What follows belongs to an exercise in optimizing a design on an open flow for small area; a production flow would make more cautious choices.
Function was checked by simulation only, so behaviour that the tests miss may differ from the original.
No activity file was given, so power comes from the tool's default toggle rates.

--- flow/design.v ---
`timescale 1ns / 1ps
module clockDivider(input clk, rst, output reg clk_out, output tick);
reg [31:0] count; 
parameter n = 20;
always @ (posedge(clk), posedge(rst)) begin 
if (rst == 1'b1)
count <= 32'b0;
else if (count == n-1)
count <= 32'b0;
else
count <= count + 1;
end
always @ (posedge(clk), posedge(rst)) begin
if (rst == 1'b1)
clk_out <= 1'b0;
else if (count == n-1)
  clk_out <= ~clk_out;
else
 clk_out <= clk_out;
end
assign tick = (count == n-1) & ~clk_out;
endmodule
`timescale 1ns / 1ps
module refreshCounter(
input clk,
input rst,
input en,
output reg[1:0] refreshcounter
    );
    always@(posedge clk, posedge rst)
    if (rst)
    refreshcounter <= 2'd0;
    else if (en)
    refreshcounter <= refreshcounter +1; 
endmodule
`timescale 1ns / 1ps
module anodeControl(
input [1:0] refreshcounter,
output reg [3:0] anode
    );
    always @(refreshcounter)
    begin 
    case(refreshcounter)
    2'b00:
      anode= 4'b1110;
    2'b01:
      anode= 4'b1101;
    2'b10:
      anode= 4'b1011;
    2'b11:
      anode= 4'b0111;
      endcase
      end
endmodule
`timescale 1ns / 1ps
module increment(
input clk,
input rst,
input en,
input button,
output reg [3:0]in 
    );
        reg push_f;
       reg push_sync;
       reg push_sync_f;
       wire push_edge;
       always@(posedge clk, posedge rst) begin
       if (rst) begin
           push_f <= 1'b0;
           push_sync <= 1'b0;
       end else if (en) begin
           push_f <= button;
           push_sync <= push_f;    
       end
       end
       always @(posedge clk, posedge rst) begin
       if (rst) begin
           push_sync_f <= 1'b0;
       end else if (en) begin
           push_sync_f <= push_sync;
           end
       end
       assign push_edge = push_sync & ~push_sync_f;
       always @(posedge clk, posedge rst)
       begin
       if(rst)begin
       in<=0;
       end
       else if (en && push_edge)
       begin
          if (in!=9)
          in<=in+1;
          else
          in<=0;
          end
      end
endmodule
module operations(
input clk,
input en,
input [4:0] operation,
input reset,
input [3:0] dig1, dig2, dig3, dig4,
output reg [13:0] result,
output reg  negative_sign,
output reg dot
    );
    reg [7:0] num1, num2;
    always @(posedge clk) begin
      if (en) begin
        if (reset == 1) begin
            num1 <= 0;
            num2 <= 0;
        end
        else begin
            num1 <= (dig1 * 10) + dig2;
            num2 <= (dig3 * 10) + dig4;
        end
      end
    end
    always @(posedge (clk))
     begin
      if (en) begin
        if (reset == 1) begin
            result <= 16'b0;
             negative_sign <= 0;
             dot<=0;
        end
        else if (operation[0] == 1) begin     
            result <= num1 + num2;
             negative_sign <= 0;
             dot<=1;
        end
        else if (operation[1] == 1) begin     
          if (num1==num2) begin
                      result <= 0;
                      negative_sign <= 0;
                      dot<=1;
                  end
            if (num1>num2) begin
                result <= num1 - num2;
                negative_sign <= 0;
                dot<=1;
            end
            if (num2>num1) begin
                result <= num2 - num1;
                negative_sign <=  1;
                dot<=1;
            end
        end
        else if (operation[2] == 1) begin     
            result <= num1 * num2;
             negative_sign <= 0;
             dot<=1;
        end
        else if (operation[3] == 1) begin     
            result <= (num2 == 0) ? 14'd0 : num1 / num2;
             negative_sign <= 0;
            dot<=1;
        end
         else if (operation[4] == 1) begin     
                   result<= (num1 *100) + num2;
                    negative_sign <= 0;
                   dot<=0;
               end
        else
        begin
        result<= (num1 *100) + num2;
        negative_sign <= 0;
        dot<=0;
        end
      end
   end
endmodule
`timescale 1ns / 1ps
module seperate_results(input clk,
input en,
input [13:0] result,
output reg [3:0] final1, final2, final3, final4
    );
    always @(posedge clk) begin
        if (en) begin
        final1<= (result)%10;
        final2<= (result/10)%10;
        final3<= (result/100)%10;
        final4<= (result/1000)%10;
        end
    end
endmodule
module seven_seg(
input clk,
input rst,
input en,
input [3:0] in,
input dot,
output reg [7:0] out
    );
    always @(posedge(clk)) begin
                  if (en) begin
                    case(in)
                        4'b0000:             
                        out[6:0] <= 7'b0000001;    
                        4'b0001:             
                         out[6:0] <= 7'b1001111;
                        4'b0010:             
                         out[6:0] <= 7'b0010010; 
                        4'b0011:             
                         out[6:0] <= 7'b0000110;
                        4'b0100:             
                         out[6:0] <= 7'b1001100;
                        4'b0101:             
                         out[6:0] <= 7'b0100100;
                        4'b0110:             
                         out[6:0] <= 7'b0100000;
                        4'b0111:             
                         out[6:0] <= 7'b0001111;
                        4'b1000:             
                         out[6:0] <= 7'b0000000;
                        4'b1001:             
                         out[6:0] <= 7'b0000100;
                        4'b1010: 
                         out[6:0] <= 7'b1111110;                        
                        default:
                         out[6:0] <= out[6:0];
                    endcase 
                    out[7] <= dot;
                  end
    end
endmodule
`timescale 1ns / 1ps
module BCDcontrol(
input [7:0] digit1,
input [7:0] digit2,
input [7:0] digit3,
input [7:0] digit4,
input [1:0] refreshcounter,
output reg [7:0] outDigit
    );
    always @(*)
        begin 
        case(refreshcounter)
        2'd0:
          outDigit= digit1;
        2'd1:
          outDigit= digit2;
        2'd2:
          outDigit= digit3;
        2'd3:
          outDigit= digit4;
          endcase
          end
endmodule
module topmodule( input clk,
input rst,
output [3:0] anode,
output [7:0] cathode,
input B1, B2, B3, B4,
input [4:0] operation);
wire refreshclock;
wire refreshtick;
wire [1:0] refreshcounter;
wire [3:0] digit1;
wire [3:0] digit2;
wire [3:0] digit3;
wire [3:0] digit4;
wire [7:0] digit1disp;
wire [7:0] digit2disp;
wire [7:0] digit3disp;
wire [7:0] digit4disp;
wire dot;
wire [3:0] final1, final2, final3, final4; 
wire [13:0] result;     
wire negative_sign;                
clockDivider refreshclockGenerator( .clk(clk),.clk_out(refreshclock),.tick(refreshtick),.rst(rst));
refreshCounter counter(.clk(clk),.rst(rst),.en(refreshtick),.refreshcounter(refreshcounter));
anodeControl anodeControl(.refreshcounter(refreshcounter),.anode(anode));
increment case1(.clk(clk), .en(refreshtick), .rst(rst),.button(B1),.in(digit1));
increment case2(.clk(clk), .en(refreshtick), .rst(rst),.button(B2),.in(digit2));
increment case3(.clk(clk), .en(refreshtick), .rst(rst),.button(B3),.in(digit3));
increment case4(.clk(clk), .en(refreshtick), .rst(rst),.button(B4),.in(digit4));
operations operate(.clk(clk), .en(refreshtick),.operation(operation), .reset(rst), .dig1(digit1), .dig2(digit2), .dig3(digit3),.dig4(digit4), .result(result), .negative_sign(negative_sign),.dot(dot));
seperate_results seperate(.clk(clk), .en(refreshtick), .result(result), .final1(final1), .final2(final2), .final3(final3), .final4(final4));
seven_seg display1(.clk(clk), .en(refreshtick),.in(final1),.dot(1'b1),.rst(rst),.out(digit1disp));
seven_seg display2(.clk(clk), .en(refreshtick),.in(final2),.dot(1'b1),.rst(rst),.out(digit2disp));
seven_seg display3(.clk(clk), .en(refreshtick),.in(final3),.dot(dot),.rst(rst),.out(digit3disp));
seven_seg display4(.clk(clk), .en(refreshtick),.in((negative_sign) ? 4'b1010 : final4),.dot(1'b1),.rst(rst),.out(digit4disp)); 
BCDcontrol control(.digit1(digit1disp), .digit2(digit2disp),.digit3(digit3disp), .digit4(digit4disp),.refreshcounter(refreshcounter),.outDigit(cathode));
endmodule
--- flow/run.sh ---
#!/bin/bash
# synth_recipe.tcl (not shown) runs the flow's synth.tcl, then flattens the netlist and writes it again
# the make line also repeats each setting of config.mk as NAME=value (left out here)
make -C /OpenROAD-flow-scripts/flow DESIGN_CONFIG=/design/flow/config.mk WORK_HOME=/design/flow/orfs CLKGATE_MAP_FILE= SYNTH_SCRIPT=/design/flow/synth_recipe.tcl finish
--- flow/config.mk ---
export PLATFORM = sky130hd
export DESIGN_NAME = topmodule
export DESIGN_NICKNAME = topmodule
export VERILOG_FILES = /design/flow/design.v
export SDC_FILE = /design/flow/constraint.sdc
export NUM_CORES = 4
export LEC_CHECK = 0
export CAP_MARGIN = 20
export CORE_MARGIN = 2
export CORE_UTILIZATION = 40
export SLEW_MARGIN = 20
--- flow/constraint.sdc ---
create_clock -name core_clock -period 32.0 [get_ports {clk}]
set_input_delay 6.4000 -clock core_clock [delete_from_list [all_inputs] [get_ports {clk}]]
set_output_delay 6.4000 -clock core_clock [all_outputs]
set_load 0.01 [all_outputs]
==> summary.txt <==
-- logic make-up (layout without fill, tap and decap cells) --
logic type	Yosys count	in the layout	synth area share, %
fa+ha+maj	271	271	18.2
mux	80	80	4.23
simple gates	867	867	21.3
buf+inv	281	241	5.42
flops	140	140	19.1
compound gates	728	728	24.8
xor+xnor	163	163	7.00
other cells	0	1	0
-- timing repair --
item	4_1_cts	5_1_grt
setup buffers	0	3
setup endpoints to repair	0	1
gates resized for setup	0	3
endpoints found under the hold margin	0	0
hold buffers	0	0
-- registers in the layout, summed over array words and instances (netlist names), 7 cells and up --
| name | count |
|---|---|
| refreshclockGenerator.count | 32 |
| operate.result | 14 |
| display3.out | 8 |
| operate.num1 | 8 |
| operate.num2 | 8 |
| display1.out | 7 |
| display2.out | 7 |
| display4.out | 7 |
-- routing by layer --
metal  up-vias  track usage [%]  part of all wire (%)
met3        85             2.43                   4.3
met5         -                0                     0
met4         0             6.57                   2.5
met1      9064             26.5                    45
li1       9243                -                     -
met2       443             35.3                    48
-- power groups by stage --
stage	Sequential, mW	Clock (mW)	Combinational, mW
6_report	0.190	0.191	0.00946
2_1_floorplan	0.193	0	0.00592
4_1_cts	0.190	0.194	0.00948
3_5_place_dp	0.193	0	0.00948
3_3_place_gp	0.193	0	0.00941
5_1_grt	0.189	0.203	0.0104
-- synthesized netlist by cell type, drive strengths merged (42+ instances only) --
cell,instances,share of area (%)
inv,155,2.9
fa,46,4.5
nand2,191,3.5
clkbuf,81,1.5
a21oi,149,3.7
o21a,74,2.7
edfxtp,77,11
a21o,42,1.5
o21ai,139,3.4
nand3,60,1.5
ha,212,13
dfrtp,63,7.7
mux2,49,2.7
nor3,129,3.4
xnor2,125,5.4
nor2,239,4.4
-- worst max-delay path: cells and delay by family, from the launching register on --
| kind | cells | cell delay [ps] |
|---|---|---|
| AOI/OAI and AO/OA | 82 | 16270 |
| adders and majority gates | 14 | 4040 |
| buffers and inverters | 10 | 1920 |
| DFF | 1 | 780 |
| muxes | 5 | 1480 |
| and+or+nand+nor | 24 | 4500 |
-- final timing paths --
kind                                                   endpoint  depth (start not counted)
worst max-delay path                          operate.result[0]                        135
worst min-delay path                            display3.out[7]                          0
worst max register to register                operate.result[0]                        135
worst min register to register                  display3.out[7]                          0
max in group asynchronous       refreshclockGenerator.count[24]                          4
min in group asynchronous                           case2.in[3]                          3
-- cell type report --
class / instances / area (um^2)
Timing Repair Buffer: 48 / 410
Antenna cell: 1 / 2.50
Multi-Input combinational cell: 2109 / 15400
Tap cell: 672 / 841
Fill cell: 4999 / 28500
Clock inverter: 15 / 136
Clock buffer: 17 / 425
Inverter: 161 / 609
Sequential cell: 140 / 3890
-- through the flow --
step | hold WS [ps] | power [mW] | utilization (%) | setup slack [ps] | instances
after floorplan | 400 | 0.199 | - | 5610 | 2530
after global placement | 421 | 0.203 | 42.0 | 2390 | 3126
after detailed placement | 423 | 0.203 | 42.0 | 1910 | 3127
after CTS | 438 | 0.393 | 43.1 | 1850 | 3159
after global routing | 463 | 0.403 | 43.2 | 212 | 3163
final | 433 | 0.390 | 43.2 | 2690 | 3163
==> results.rst <==
.. list-table::
   :header-rows: 1

   * - Metric
     - Value
   * - Worst-case clock skew
     - between 10 and 15 ps
   * - Crit path max fanout
     - 14
   * - Sequential cell area fraction in the yosys report
     - 19.1%
   * - Register clock-pin slew on the reported worst setup and hold paths
     - 60 ps
   * - DRC violation count after routing
     - 0
   * - RR Startpoint
     - operate.num1[5]
   * - Sequential cell fraction of total power
     - 48.7%
   * - Total global routing overflow
     - 0
   * - Area delta synth->final
     - 6.63%
   * - Core area
     - 0.0503 mm^2
   * - Die footprint
     - 0.0528 mm^2
   * - Number of DRC violations after detailed-routing iteration 0
     - around 1300
   * - TritonCTS clock tree
     - built
   * - Count of nets after finishing
     - ~2700
   * - Setup TNS
     - 0 ps
   * - Initial antenna violation count
     - 1
   * - Cell at the slowest stage of the critical path
     - sky130_fd_sc_hd__edfxtp_1
   * - Part of the cycle the worst path needs
     - 91.6%
   * - CTS H-tree lvls
     - 4
   * - Total number of yosys warnings
     - 8
   * - Endpoint type of the worst setup path
     - flip-flop
   * - Net Switching
     - 0.0887 mW
   * - Final weighted congestion of routability-driven global placement
     - 0.918
   * - Setup violation total in the final timing report
     - 0
   * - Reg-to-reg slack, setup
     - ~2700 ps
   * - Port bufs
     - 21
   * - Clock latency on the worst-skew pair
     - about 430 ps
   * - Clock tree root buffer cell
     - sky130_fd_sc_hd__clkbuf_16
   * - Min Clock Period, post-route
     - 29310 ps
   * - Switching part of the total power
     - approximately 23%
   * - Leak pwr
     - ~9.3 nW
   * - Critical path type
     - flip-flop to flip-flop
   * - Internal power component
     - 0.301 mW
   * - Routed wirelength normalized by instance count
     - 17.4 um
   * - Worst min-delay path class
     - flip-flop to flip-flop
   * - Start point of the worst hold path
     - operate.dot
   * - First-pass iteration count of the detailed router
     - 7
   * - Synth Cell Area
     - 0.0204 mm^2
   * - Longest individual stage delay on the worst path
     - a little under 800 ps
   * - Number of placement rows
     - 82
   * - Synth Area per Inst
     - ~8.1 um^2
   * - Placed Area
     - 0.0211 mm^2
   * - EDFF count, synth
     - 77
   * - Arrival time of data at the critical path endpoint
     - 29470 ps
   * - Run status
     - timing/DRC/antenna clean
   * - Final Cell Area
     - 0.0217 mm^2
   * - Power share of the clock group
     - 48.9%
   * - Power per unit of standard cell area
     - 17.9 mW/mm^2
   * - Worst Tran Pin Value
     - about 1100 ps
   * - Worst-case headroom to the max-slew limit
     - 28.4%
   * - Maximum count of clock buffers along a single path
     - 2
   * - Synth unique cells
     - between 100 and 150
   * - Critical path data required time
     - approximately 32000 ps
   * - RSZ-0062 raised after global routing
     - no
   * - Tot GR Track Use
     - 20.4%
   * - Category of the worst setup path launch point
     - flip-flop
   * - TritonCTS Buffers
     - 17
   * - Vias per cell
     - slightly below 6
   * - Initial Utilization
     - 40.6%
   * - Pin count of the biggest net entering global routing
     - 61
   * - Relative contribution of combinational cells to total power
     - 2.4%
   * - Boundary Pins
     - 23
   * - Cell count after synthesis
     - 2530
   * - Vias in the first global route
     - 18300
   * - Most used cells in the layout excluding fill and tap cells
     - 237 x sky130_fd_sc_hd__nor2_1, 212 x sky130_fd_sc_hd__ha_1, 190 x sky130_fd_sc_hd__nand2_1, 152 x sky130_fd_sc_hd__inv_1, 147 x sky130_fd_sc_hd__a21oi_1
   * - Count of final max-slew check failures
     - 0
   * - Critical path's most frequent cell
     - sky130_fd_sc_hd__o21a_1
   * - Max-Cap Viols
     - 0
   * - Setup crit start
     - operate.num1[5]
   * - Maximum achievable frequency
     - 0.0341 GHz
   * - Maximum VDD drop
     - approximately 33 uV
   * - Vertical die dimension
     - about 230 um
   * - Post-synthesis register bit count
     - 140
   * - Die X
     - 230 um
   * - Total wire length
     - 54.9 mm
   * - Fraction of registers with async set/reset
     - 45.0%
   * - Syn nets
     - 2799
   * - DP HPWL
     - ~41 mm
   * - Most common library cell in the layout ignoring fill and taps
     - sky130_fd_sc_hd__nor2_1
   * - Clock sink count
     - 140
   * - Proportion of layout cells with a drive suffix above 1
     - 7.27%
   * - Most used flip-flop cell after synthesis
     - sky130_fd_sc_hd__edfxtp_1
   * - Count of endpoints failing hold in the final timing report
     - 0
   * - Antenna viol nets, final
     - 0
   * - Wire length of the first global-routing pass
     - slightly above 90 mm
   * - Total number of vias
     - 18800

## separate check: timing with driven ports
In the flow no input, the clock included, has a driving cell. The finished layout below was timed again as built, in two steps.
Step 1, drivers: a clkbuf_16 drives clk and a buf_2 each remaining input, both assumed.
Step 2 adds t to the input delays and takes it off the output delays; t is the mean of the earliest and latest rising clock arrival at the registers after step 1. Input paths then give back, and output paths get back, about the clock's delay inside the block.
Slacks: ideal ports / drivers / drivers and shift; pairs: ideal ports / drivers.
t, ns: 0.474
slack for setup (ns): 2.687 / 2.687 / 2.687
hold slack, ns: 0.433 / 0.433 / 0.433
slew at the worst register clock pin (ns): 0.07 / 0.07
cell pins on the clock port's net: 1
After both steps this run still meets setup and hold. The setup slack of this run moves by 0.000 ns with the drivers and by 0.000 ns with both steps.
